Source: an optimization exercise on an open RTL-to-GDS flow (aim: small area and a short achievable clock period). Production flows keep margins and buffers that such runs may drop. RTL that was checked went through simulation tests only; none was proved equivalent to the original. No activity file was given, so power comes from the tool's default toggle rates.

==> flow/design.v (excerpt) <==
module Top_Module(
    input clk,
    input wire [31:0] Num1,
    input wire [31:0] Num2,
    output reg [31:0] out
);
    wire [24:0] be = {1'b1, Num2[22:0], 1'b0};
    reg [11:0] bo, bt, bn;         
    reg [22:0] ma;
    reg [7:0]  ea1, eb1;
    reg        fa1, fb1, s1;
    integer k;
    always @(posedge clk) begin
        for (k = 0; k < 12; k = k + 1) begin
            bo[k] <= be[2*k+1] ^ be[2*k];
            bt[k] <= (be[2*k+2] & ~be[2*k+1] & ~be[2*k]) | (~be[2*k+2] & be[2*k+1] & be[2*k]);
            bn[k] <= be[2*k+2];
        end
        ma  <= Num1[22:0];
        ea1 <= Num1[30:23];
        eb1 <= Num2[30:23];
        fa1 <= (Num1[22:0] == 23'd0);
        fb1 <= (Num2[22:0] == 23'd0);
        s1  <= Num1[31] ^ Num2[31];
    end
    wire zero1 = (ea1 == 8'h00);
    wire zero2 = (eb1 == 8'h00);
    wire max1  = (ea1 == 8'hFF);
    wire max2  = (eb1 == 8'hFF);
    wire inf1  = max1 & fa1;
    wire inf2  = max2 & fb1;
    wire is_nan = (max1 & ~fa1) | (max2 & ~fb1) | (inf1 & zero2) | (inf2 & zero1);
    wire is_inf = inf1 | inf2;
    wire is_zero = zero1 | zero2;
    wire [9:0] esum = {2'b00, ea1} + {2'b00, eb1} - 10'd127;
    wire [9:0] e2 = (is_nan | is_inf) ? 10'd383 : is_zero ? 10'h380 : esum;
    wire pp_0_0 = bn[0] ^ ((bo[0] & ma[0]));
    wire pp_0_1 = bn[0] ^ ((bo[0] & ma[1]) | (bt[0] & ma[0]));
    wire pp_0_2 = bn[0] ^ ((bo[0] & ma[2]) | (bt[0] & ma[1]));
    wire pp_0_3 = bn[0] ^ ((bo[0] & ma[3]) | (bt[0] & ma[2]));
    wire pp_0_4 = bn[0] ^ ((bo[0] & ma[4]) | (bt[0] & ma[3]));
    wire pp_0_5 = bn[0] ^ ((bo[0] & ma[5]) | (bt[0] & ma[4]));
    wire pp_0_6 = bn[0] ^ ((bo[0] & ma[6]) | (bt[0] & ma[5]));
    wire pp_0_7 = bn[0] ^ ((bo[0] & ma[7]) | (bt[0] & ma[6]));
    wire pp_0_8 = bn[0] ^ ((bo[0] & ma[8]) | (bt[0] & ma[7]));
    wire pp_0_9 = bn[0] ^ ((bo[0] & ma[9]) | (bt[0] & ma[8]));
    wire pp_0_10 = bn[0] ^ ((bo[0] & ma[10]) | (bt[0] & ma[9]));
    wire pp_0_11 = bn[0] ^ ((bo[0] & ma[11]) | (bt[0] & ma[10]));
    wire pp_0_12 = bn[0] ^ ((bo[0] & ma[12]) | (bt[0] & ma[11]));
  ...
For scale: about 2000 cells after synthesis, ~97 I/O pins, roughly 20000 um2 of cells after synthesis.
export LEC_CHECK = 0
export CAP_MARGIN = 20
export CORE_MARGIN = 2
export CORE_UTILIZATION = 40
export SLEW_MARGIN = 20
export SYNTH_HIERARCHICAL = 1
export SYNTH_MINIMUM_KEEP_SIZE = 0
create_clock -name core_clock -period 11.0 [get_ports {clk}]
standard.sh (not shown) runs the stock make flow with config.mk's settings and CLKGATE_MAP_FILE= SYNTH_SCRIPT=/design/flow/synth_recipe.tcl, a recipe that flattens the netlist after the stock synthesis.
==> flow/flow/run.sh <==
#!/bin/bash
# Standard layout with port buffers of a faster cell and timing repair aimed
# below the clock period (a tighter repair target; constraints unchanged).
M=${SETUP_MARGIN:-7.5}
bash standard.sh SETUP_SLACK_MARGIN=$M "BUFFER_PORTS_ARGS=-buffer_cell sky130_fd_sc_hd__buf_2" finish > standard.log 2>&1
Rerun with:
==> flow/run.sh (new file) <==
#!/bin/bash
# synth_recipe.tcl (not shown) runs the flow's synth.tcl, then flattens the netlist and writes it again
# the make line also repeats each setting of config.mk as NAME=value (left out here)
make -C /OpenROAD-flow-scripts/flow DESIGN_CONFIG=/design/flow/config.mk WORK_HOME=/design/flow/orfs CLKGATE_MAP_FILE= SYNTH_SCRIPT=/design/flow/synth_recipe.tcl finish
removed: flow/flow/run.sh
removed: flow/standard.sh
The new run went through all stages and came out clean.
Cell count fell by 5.5%.
Global-route usage fell by 2.8 points.
Die area is unchanged.
Final area fell by 14%.
Clock skew rose by 7.9 ps.
Setup slack loses 1600 ps.
Power fell by 8.8%.
Flip-flop and latch count stays the same.
Synthesized area is unchanged.
Non-clock buffer count fell by 148.
Function was not checked in any run of this note: the RTL went through the layout flow alone.

---

JK:
Another version of the RTL of Top_Module (not shown whole).
Size in the first run: about 270 flip-flops.
clock: 11.0 ns
lec_check: 0
cap_margin: 20
core_margin: 2
core_utilization: 55
cts_cluster_diameter: 100
cts_cluster_size: 20
slew_margin: 20
synth_hierarchical: 1
synth_minimum_keep_size: 0
==> flow/flow/run.sh <==
#!/bin/bash
# Standard layout (the standard.sh) with changes to how it is made only:
# port buffers are inserted by flow/ports.tcl (buf_1 on inputs, buf_2 on
# outputs) instead of the default cell choice, and timing repair aims for a
# setup slack of 7.85 ns instead of 0. The clock period and all constraints are
# unchanged. Full tool output goes to standard.log.
bash standard.sh SETUP_SLACK_MARGIN=7.85 DONT_BUFFER_PORTS=1 "PRE_GLOBAL_PLACE_TCL=$(pwd)/flow/ports.tcl" finish > standard.log 2>&1
==> flow/flow/ports.tcl <==
# Port buffers: every input and every output port gets a buffer, as in the
# standard flow; inputs a buf_1, outputs a buf_2.
buffer_ports -inputs -buffer_cell sky130_fd_sc_hd__buf_1
buffer_ports -outputs -buffer_cell sky130_fd_sc_hd__buf_2
JK reached the end of the flow, and the finished layout is clean on the timing, DRC and antenna checks.
What MS does differently from JK at the input level:
Settings: CAP_MARGIN now 5, was 20; CTS_CLUSTER_DIAMETER now 120, was 100; CTS_CLUSTER_SIZE now 30, was 20; SLEW_MARGIN now 5, was 20.
==> flow/flow/run.sh <==
#!/bin/bash
# Standard layout (the standard.sh) with two changes to how it is made:
# port buffers use buf_2 instead of the default delay-cell choice, and timing
# repair aims for a setup slack of 7.85 ns instead of 0. The clock period and
# all constraints are unchanged. Full tool output goes to standard.log.
bash standard.sh SETUP_SLACK_MARGIN=7.85 "BUFFER_PORTS_ARGS=-buffer_cell sky130_fd_sc_hd__buf_2" finish > standard.log 2>&1
removed: flow/flow/ports.tcl
Results
MS did not stop at any stage, and its layout met the timing, DRC and antenna checks. The standard cells in MS occupy more silicon area than those in JK do. Met2 wire length (MS over JK): decrease, about 0.6%. Looking at switching power summed over all nets across JK and MS, the one that comes out higher is MS.
Relative to MS, the following input files were edited for AL:
Settings: CTS_CLUSTER_DIAMETER now 100, was 120; SLEW_MARGIN now 20, was 5; CORE_UTILIZATION now 62, was 55; CTS_CLUSTER_SIZE now 20, was 30; PLACE_DENSITY now 0.72, previously not set; CAP_MARGIN now 20, was 5.
==> flow/flow/run.sh <==
#!/bin/bash
# Standard layout (the standard.sh) with changes to how it is made only:
# port buffers are inserted by flow/ports.tcl (buf_1 on inputs, buf_2 on
# outputs) instead of the default cell choice, and timing repair aims for a
# setup slack of 7.85 ns instead of 0. The clock period and all constraints are
# unchanged. Full tool output goes to standard.log.
bash standard.sh SETUP_SLACK_MARGIN=7.85 DONT_BUFFER_PORTS=1 "PRE_GLOBAL_PLACE_TCL=$(pwd)/flow/ports.tcl" finish > standard.log 2>&1
==> flow/flow/ports.tcl (new file) <==
# Port buffers: every input and every output port gets a buffer, as in the
# standard flow; inputs a buf_1, outputs a buf_2.
buffer_ports -inputs -buffer_cell sky130_fd_sc_hd__buf_1
buffer_ports -outputs -buffer_cell sky130_fd_sc_hd__buf_2
Findings:
Looking at switching share of power, AL sits 0.49 points higher than MS does.
Relative to MS, the final cell area reported for AL is lower.
Compared with MS, in AL overall via count from detail_route now larger; final-layout clock buffer total now sits higher; floorplan die height saw a decrease.
The inputs of TR differ from those of AL as listed below.
Settings: a deleted PLACE_DENSITY that had been 0.72; a change of CORE_UTILIZATION from 62 to 55; a change of CTS_CLUSTER_DIAMETER from 100 to 120; a change of CTS_CLUSTER_SIZE from 20 to 30.
==> flow/flow/run.sh <==
#!/bin/bash
# Standard layout (the standard.sh) with two changes to how it is made:
# port buffers use buf_2 instead of the default delay-cell choice, and timing
# repair aims for a setup slack of 7.85 ns instead of 0. The clock period and
# all constraints are unchanged. Full tool output goes to standard.log.
bash standard.sh SETUP_SLACK_MARGIN=7.85 "BUFFER_PORTS_ARGS=-buffer_cell sky130_fd_sc_hd__buf_2" finish > standard.log 2>&1
removed: flow/flow/ports.tcl
Results
Worst IR drop on VDD in TR is 0.00011 V higher than in AL. Sequential share of layout area: TR < AL. Peak clock frequency supported by timing deteriorates in TR relative to AL. Synthesis-to-finish area growth: TR vs AL up 3.1 points. Comparing AL with TR, the multi-input gate area in the final layout came out essentially unchanged. Relative to AL, largest incremental delay on the critical path decreased by 60 ps in TR.
Setup changes, TR to PW
Settings: swapping 30 for 20 in CTS_CLUSTER_SIZE; swapping 120 for 100 in CTS_CLUSTER_DIAMETER.
Notes after the runs:
PW finished every step from synthesis to the final layout, and the layout passed the timing, DRC and antenna checks.
Of the two values seen for start point of the critical path, q20_2$_DFF_P_ was produced by PW and q27_2$_DFF_P_ by TR.
Buffer share of cell area was higher in the run labelled PW.
Of PW and TR, TR shows the lower count of clock buffers in the final design, with PW above it.
Side by side, area growth from synthesis to layout turned out higher in PW than in TR.
Relative to TR, sequential cell area share decreased by 0.20 points in PW.
PW vs TR: part of the power in combinational logic down
Diff TR -> PW: worst hold slack lower, core footprint has remained practically unchanged.
The lower first-iteration DRC count came out of PW.

---

Setup of the previous run:
Another version of the RTL of Top_Module (not shown whole).
Size in the first run: ~1900 cells after synthesis, ~97 I/O pins, ~21000 sq um of cells after synthesis.
clock: 11.0 ns
lec_check: 0
cap_margin: 20
core_margin: 2
core_utilization: 55
cts_cluster_diameter: 100
cts_cluster_size: 20
slew_margin: 20
synth_hierarchical: 1
synth_minimum_keep_size: 0
==> flow/flow/run.sh <==
#!/bin/bash
# Standard layout (the standard.sh) with two changes to how it is made:
# port buffers use buf_2 instead of the default delay-cell choice, and timing
# repair aims for a setup slack of 7.85 ns instead of 0. The clock period and
# all constraints are unchanged. Full tool output goes to standard.log.
bash standard.sh SETUP_SLACK_MARGIN=7.85 "BUFFER_PORTS_ARGS=-buffer_cell sky130_fd_sc_hd__buf_2" finish > standard.log 2>&1
The previous run | stages: all done | timing, DRC, antenna: all pass
What the current run does differently from the previous run at the input level:
- swapping 100 for 120 in CTS_CLUSTER_DIAMETER
- swapping 20 for 30 in CTS_CLUSTER_SIZE
==> run summary <==
- Number of buffers added for setup after CTS: lower on the previous run
- Going from the previous run to the current run, total leakage power has decreased; final non-filler cell total has remained practically unchanged; fraction of power consumed by combinational cells now larger; total power fell by about 0.9%.
- Diff the previous run and the current run: required time reported for the critical path endpoint lower in the previous run
- Switching power as a share of total power sits higher in the current run than in the previous run.
- Per the comparison of the current run with the previous run, placed wire-length estimate saw little to no change; utilization of the core after routing saw a decrease; worst setup slack after placement saw little to no change.
Function was not checked in any run of this note: the RTL went through the layout flow alone.

-- afterwards: timing with drivers on the ports --
How much do the figures lean on ideal ports? The routed layouts below were timed once more, with nothing changed but the port constraints.
Step 1, drivers: a clkbuf_16 drives clk and a buf_2 each remaining input, both assumed.
Step 2, shift: input delay + t, output delay - t, t = (earliest + latest rising clock arrival at the registers) / 2. This alone moves slack from input paths to output paths.
a / b / c = no drivers / after step 1 / after step 2; a / b = the first two.
run	t, ns	setup WS [ns]	worst setup path after step 2
the first run of note 1	0.630	7.101 / 7.101 / 7.101	register to register
the second run of note 1	0.618	5.493 / 5.493 / 5.493	register to register
JK	0.578	7.808 / 7.808 / 7.808	register to register
MS	0.575	7.812 / 7.766 / 7.812	register to register
AL	0.574	7.858 / 7.833 / 7.858	register to register
TR	0.575	7.812 / 7.766 / 7.812	register to register
PW	0.579	7.801 / 7.767 / 7.801	register to register
the previous run	0.566	7.555 / 7.569 / 7.003	input to register
the current run	0.561	7.590 / 7.603 / 7.042	input to register
After both steps every run listed still meets setup and hold. For the previous run, which loses most, drivers alone change the setup slack by +0.014 ns; drivers and shift together by -0.552 ns.
